What follows belongs to an exercise in optimizing a design on an open flow for small area; a production flow would make more cautious choices.
Function was checked by simulation only, so behaviour that the tests miss may differ from the original.
No driver is modelled on the clock port, so clock power and skew are understated where the tree is cut down; a real chip needs a root buffer or a tree.
No activity file was given, so power comes from the tool's default toggle rates.

// Elevator
module Elevator(input CLK,
					input rst,
					input [1:0] mode,
					input [3:0] request,
					output reg[3:0] currentFloor1,
					output reg[3:0] currentFloor2,
					output doorOpen1,
					output doorOpen2,
					output [3:0] listingLeds,
					output reg listBusy,
					output reg state);
==> module Elevator, before the edit <==
module Elevator(input CLK,
					input rst,
					input [1:0] mode,
					input [3:0] request,
					output reg[3:0] currentFloor1,
					output reg[3:0] currentFloor2,
					output doorOpen1,
					output doorOpen2,
					output [3:0] listingLeds,
					output reg listBusy,
					output reg state);
reg [3:0] t0, t1, t2, t3, t4, t5, t6, t7;
reg [2:0] cur;
reg [3:0] tgt1, tgt2;
assign doorOpen1 = currentFloor1 == tgt1;
assign doorOpen2 = currentFloor2 == tgt2;
wire [7:0] e = {t7 == 0, t6 == 0, t5 == 0, t4 == 0,
                t3 == 0, t2 == 0, t1 == 0, t0 == 0};
wire [7:0] m = {t7 == request, t6 == request, t5 == request, t4 == request,
                t3 == request, t2 == request, t1 == request, t0 == request};
reg [3:0] shown;
always @* begin
	case (cur)
	3'd0: shown = t0; 3'd1: shown = t1; 3'd2: shown = t2; 3'd3: shown = t3;
	3'd4: shown = t4; 3'd5: shown = t5; 3'd6: shown = t6; default: shown = t7;
	endcase
end
assign listingLeds = listBusy ? shown : 4'd0;
wire [8:0] ex = {1'b1, e};
wire lastShown = ex[cur + 4'd1];
wire busyN = listBusy ? !lastShown : (mode == 2'd1 && !e[0]);
wire idle = !busyN;
wire addC = mode == 2'd0 && !listBusy && m == 8'd0;
wire [7:0] fe = e & ~{e[6:0], 1'b0};
wire delC = mode == 2'd2 && idle;
wire [7:0] mp = {|m[7:0], |m[6:0], |m[5:0], |m[4:0], |m[3:0], |m[2:0], |m[1:0], m[0]};
wire [7:0] dsh = delC ? mp : 8'd0;
wire workC = mode == 2'd3 && idle;
wire stop = doorOpen1 && doorOpen2 && e[0];
wire take1 = workC && doorOpen1 && !e[0];
wire take2 = workC && doorOpen2 && (doorOpen1 ? !e[1] : !e[0]);
wire sh2 = take1 && take2;
wire sh1 = take1 ^ take2;
wire [3:0] tn1 = doorOpen1 ? t0 : tgt1;
wire [3:0] tn2 = doorOpen2 ? (doorOpen1 ? t1 : t0) : tgt2;
wire en1 = workC && !(doorOpen1 && e[0]);
wire en2 = workC && !(doorOpen2 && (doorOpen1 ? e[1] : e[0]));
wire up1 = tn1 > currentFloor1;
wire up2 = tn2 > currentFloor2;
wire stay1 = doorOpen1 && t0 == currentFloor1;
wire stay2 = doorOpen2 && (doorOpen1 ? t1 : t0) == currentFloor2;
wire [3:0] fn1 = stay1 ? currentFloor1 : up1 ? currentFloor1 + 4'd1 : currentFloor1 - 4'd1;
wire [3:0] fn2 = stay2 ? currentFloor2 : up2 ? currentFloor2 + 4'd1 : currentFloor2 - 4'd1;
function [3:0] nxt;
	input r;
	input [3:0] cur_, n1, n2;
	input s1, s2, add;
	begin
		nxt = {4{!r}} & (({4{!s1 && !s2}} & (cur_ | {4{add}} & request)) | ({4{s1}} & n1) | ({4{s2}} & n2));
	end
endfunction
always @(posedge CLK) begin
	t0 <= nxt(rst, t0, t1, t2, sh1 | dsh[0], sh2, addC & fe[0]);
	t1 <= nxt(rst, t1, t2, t3, sh1 | dsh[1], sh2, addC & fe[1]);
	t2 <= nxt(rst, t2, t3, t4, sh1 | dsh[2], sh2, addC & fe[2]);
	t3 <= nxt(rst, t3, t4, t5, sh1 | dsh[3], sh2, addC & fe[3]);
	t4 <= nxt(rst, t4, t5, t6, sh1 | dsh[4], sh2, addC & fe[4]);
	t5 <= nxt(rst, t5, t6, t7, sh1 | dsh[5], sh2, addC & fe[5]);
	t6 <= nxt(rst, t6, t7, 4'd0, sh1 | dsh[6], sh2, addC & fe[6]);
	t7 <= nxt(rst, t7, 4'd0, 4'd0, sh1 | dsh[7], sh2, addC & fe[7]);
	if (!listBusy) cur <= 3'd0;
	else cur <= cur + 3'd1;
	if (rst) begin
		listBusy <= 1'b0;
		currentFloor1 <= 4'd1;
		currentFloor2 <= 4'd1;
		tgt1 <= 4'd1;
		tgt2 <= 4'd1;
		state <= 1'b0;
	end else begin
		listBusy <= busyN;
		if (workC) state <= !stop;
		if (en1) begin
			tgt1 <= tn1;
			currentFloor1 <= fn1;
		end
		if (en2) begin
			tgt2 <= tn2;
			currentFloor2 <= fn2;
		end
	end
end
endmodule
clock: 18.0 ns
lec_check: 0
cap_margin: 0
core_margin: 2
core_utilization: 70
gpl_timing_driven: 0
place_density: 0.85
slew_margin: 0
standard.sh (not shown) runs the stock make flow with config.mk's settings and CLKGATE_MAP_FILE= SYNTH_SCRIPT=/design/flow/synth_recipe.tcl, a recipe that flattens the netlist after the stock synthesis.
==> flow/flow/run.sh <==
#!/bin/bash
# Standard ORFS flow (the standard.sh) with these changes:
#  - synthesis maps the logic with an area-oriented ABC script (deepsyn, then
#    amap or nf) and without full-adder extraction. Several ABC random seeds
#    are tried, each in a synthesis run of its own (cand/N), and the seed with
#    the smallest cell area is used for the layout. The synthesis script
#    itself (synth_recipe.tcl) is unchanged, and so are the registers;
#  - ports are buffered with the smallest buffer (buf_1);
#  - the clock is distributed by two clkbuf_16, each fed by the clock port
#    and driving one half of the registers (flow/clock_tree.tcl, run after
#    CTS), in place of the tree that CTS builds.
set -euo pipefail

abc_script() {  # abc_script SEED MAPPER
  printf 'strash\n&get -n\n&st\n&deepsyn -T 60 -S %s\n' "$1"
  if [[ $2 == amap ]]; then
    printf '&put\namap\n'
  else
    printf '&dch -f\n&nf -a -R 1000 -C 32 -F 8 -A 8\n&put\n'
  fi
}

candidates=("1 amap" "2 amap" "3 amap" "4 amap" "5 amap" "6 amap" "7 amap" "8 amap" "9 amap" "10 amap" "1 nf" "2 nf" "3 nf" "4 nf" "5 nf" "6 nf")
rm -rf cand
mkdir -p cand
run_candidate() {
  local i=$1 d=$PWD/cand/$1
  mkdir -p "$d"
  cp -r "$FLOW_HOME/scripts" "$d/scripts"
  abc_script ${candidates[$i]} > "$d/scripts/abc_area.script"
  sed "s#WORK_HOME=[^ ]*#WORK_HOME=$d/orfs#" standard.sh > "$d/standard.sh"
  bash "$d/standard.sh" SCRIPTS_DIR="$d/scripts" ABC_AREA=1 ADDER_MAP_FILE= synth > "$d/synth.log" 2>&1 || true
}
for i in "${!candidates[@]}"; do
  run_candidate "$i" &
  if (( i % 4 == 3 )); then wait; fi
done
wait

best=""
best_area=""
for i in "${!candidates[@]}"; do
  stat=cand/$i/orfs/reports/sky130hd/Elevator/base/synth_stat.txt
  [[ -f $stat ]] || continue
  area=$(awk '/Chip area/ {print $NF}' "$stat")
  echo "candidate $i (${candidates[$i]}): $area" >> candidates.log
  if [[ -z $best ]] || awk -v a="$area" -v b="$best_area" 'BEGIN {exit !(a < b)}'; then
    best=$i
    best_area=$area
  fi
done
echo "best: candidate $best (${candidates[$best]}): $best_area" >> candidates.log

rm -rf scripts_area
cp -r "$FLOW_HOME/scripts" scripts_area
abc_script ${candidates[$best]} > scripts_area/abc_area.script
bash standard.sh SCRIPTS_DIR="$PWD/scripts_area" ABC_AREA=1 ADDER_MAP_FILE= synth > synth.log 2>&1
echo "layout synthesis: $(awk '/Chip area/ {print $NF}' orfs/reports/sky130hd/Elevator/base/synth_stat.txt)" >> candidates.log
rm -rf cand/*/scripts

CLOCK_CLUSTERS=2 CLOCK_BUFFER=sky130_fd_sc_hd__clkbuf_16 bash standard.sh \
  "BUFFER_PORTS_ARGS=-buffer_cell sky130_fd_sc_hd__buf_1" \
  "CTS_ARGS=-sink_clustering_enable -repair_clock_nets -dont_use_dummy_load -root_buf sky130_fd_sc_hd__clkbuf_8 -buf_list sky130_fd_sc_hd__clkbuf_8" \
  "POST_CTS_TCL=$PWD/flow/clock_tree.tcl" \
  > layout.log 2>&1
Other scripts of this flow, unchanged in this note and not shown: flow/flow/clock_tree.tcl
Then changed:
--- a/flow/design.v
+++ b/flow/design.v
@@ -49,29 +49,30 @@
 wire up1 = tn1 > currentFloor1;
 wire up2 = tn2 > currentFloor2;
 wire stay1 = doorOpen1 && t0 == currentFloor1;
 wire stay2 = doorOpen2 && (doorOpen1 ? t1 : t0) == currentFloor2;
 wire [3:0] fn1 = stay1 ? currentFloor1 : up1 ? currentFloor1 + 4'd1 : currentFloor1 - 4'd1;
 wire [3:0] fn2 = stay2 ? currentFloor2 : up2 ? currentFloor2 + 4'd1 : currentFloor2 - 4'd1;
+wire [3:0] addReq = addC ? request : 4'd0;
 function [3:0] nxt;
 	input r;
 	input [3:0] cur_, n1, n2;
-	input s1, s2, add;
+	input s1, s2;
 	begin
-		nxt = {4{!r}} & (({4{!s1 && !s2}} & (cur_ | {4{add}} & request)) | ({4{s1}} & n1) | ({4{s2}} & n2));
+		nxt = {4{!r}} & (({4{!s1 && !s2}} & cur_) | ({4{s1}} & (n1 | addReq)) | ({4{s2}} & n2));
 	end
 endfunction
 always @(posedge CLK) begin
-	t0 <= nxt(rst, t0, t1, t2, sh1 | dsh[0], sh2, addC & fe[0]);
-	t1 <= nxt(rst, t1, t2, t3, sh1 | dsh[1], sh2, addC & fe[1]);
-	t2 <= nxt(rst, t2, t3, t4, sh1 | dsh[2], sh2, addC & fe[2]);
-	t3 <= nxt(rst, t3, t4, t5, sh1 | dsh[3], sh2, addC & fe[3]);
-	t4 <= nxt(rst, t4, t5, t6, sh1 | dsh[4], sh2, addC & fe[4]);
-	t5 <= nxt(rst, t5, t6, t7, sh1 | dsh[5], sh2, addC & fe[5]);
-	t6 <= nxt(rst, t6, t7, 4'd0, sh1 | dsh[6], sh2, addC & fe[6]);
-	t7 <= nxt(rst, t7, 4'd0, 4'd0, sh1 | dsh[7], sh2, addC & fe[7]);
+	t0 <= nxt(rst, t0, t1, t2, sh1 | dsh[0] | addC & fe[0], sh2);
+	t1 <= nxt(rst, t1, t2, t3, sh1 | dsh[1] | addC & fe[1], sh2);
+	t2 <= nxt(rst, t2, t3, t4, sh1 | dsh[2] | addC & fe[2], sh2);
+	t3 <= nxt(rst, t3, t4, t5, sh1 | dsh[3] | addC & fe[3], sh2);
+	t4 <= nxt(rst, t4, t5, t6, sh1 | dsh[4] | addC & fe[4], sh2);
+	t5 <= nxt(rst, t5, t6, t7, sh1 | dsh[5] | addC & fe[5], sh2);
+	t6 <= nxt(rst, t6, t7, 4'd0, sh1 | dsh[6] | addC & fe[6], sh2);
+	t7 <= nxt(rst, t7, 4'd0, 4'd0, sh1 | dsh[7] | addC & fe[7], sh2);
 	if (!listBusy) cur <= 3'd0;
 	else cur <= cur + 3'd1;
 	if (rst) begin
 		listBusy <= 1'b0;
 		currentFloor1 <= 4'd1;
 		currentFloor2 <= 4'd1;
Result:
- The changed run completed without violations
- wire length came out higher by 1.6%
- power came out higher by 5.0%
- final area came out lower by 0.91%
- maximum frequency came out lower by 0.30%
- first-iteration DRC count came out lower by 29%
- synthesized area came out lower by 0.44%
No run of this note takes its clock network from TritonCTS; it comes from the design's own scripts or RTL.

==> separate check: timing with driven ports <==
No port has a modelled driver above. Below, the same layouts with a new extraction and two added sets of constraints.
Step 1: set_driving_cell puts a clkbuf_16 on CLK and a buf_2 on each other input, an assumption about the parent block.
Step 2 moves the port delays by t, midway between the first and last clock arrival at a register: inputs arrive t later, outputs are due t later. That takes back most of the time a late clock gives input paths.
Slacks: ideal ports / drivers / drivers and shift; pairs: ideal ports / drivers.
run | t, ns | setup slack, ns | slew at the worst register clock pin (ns) | worst slew at a driven data input, ns
the first run | 0.207 | 10.279 / 10.301 / 10.094 | 0.10 / 0.10 | 0.03
the second run | 0.211 | 10.255 / 10.277 / 10.066 | 0.11 / 0.11 | 0.03
After both steps every run listed still meets setup and hold. The setup slack of the second run, which loses most, moves by +0.022 ns with the drivers and by -0.189 ns with both steps.
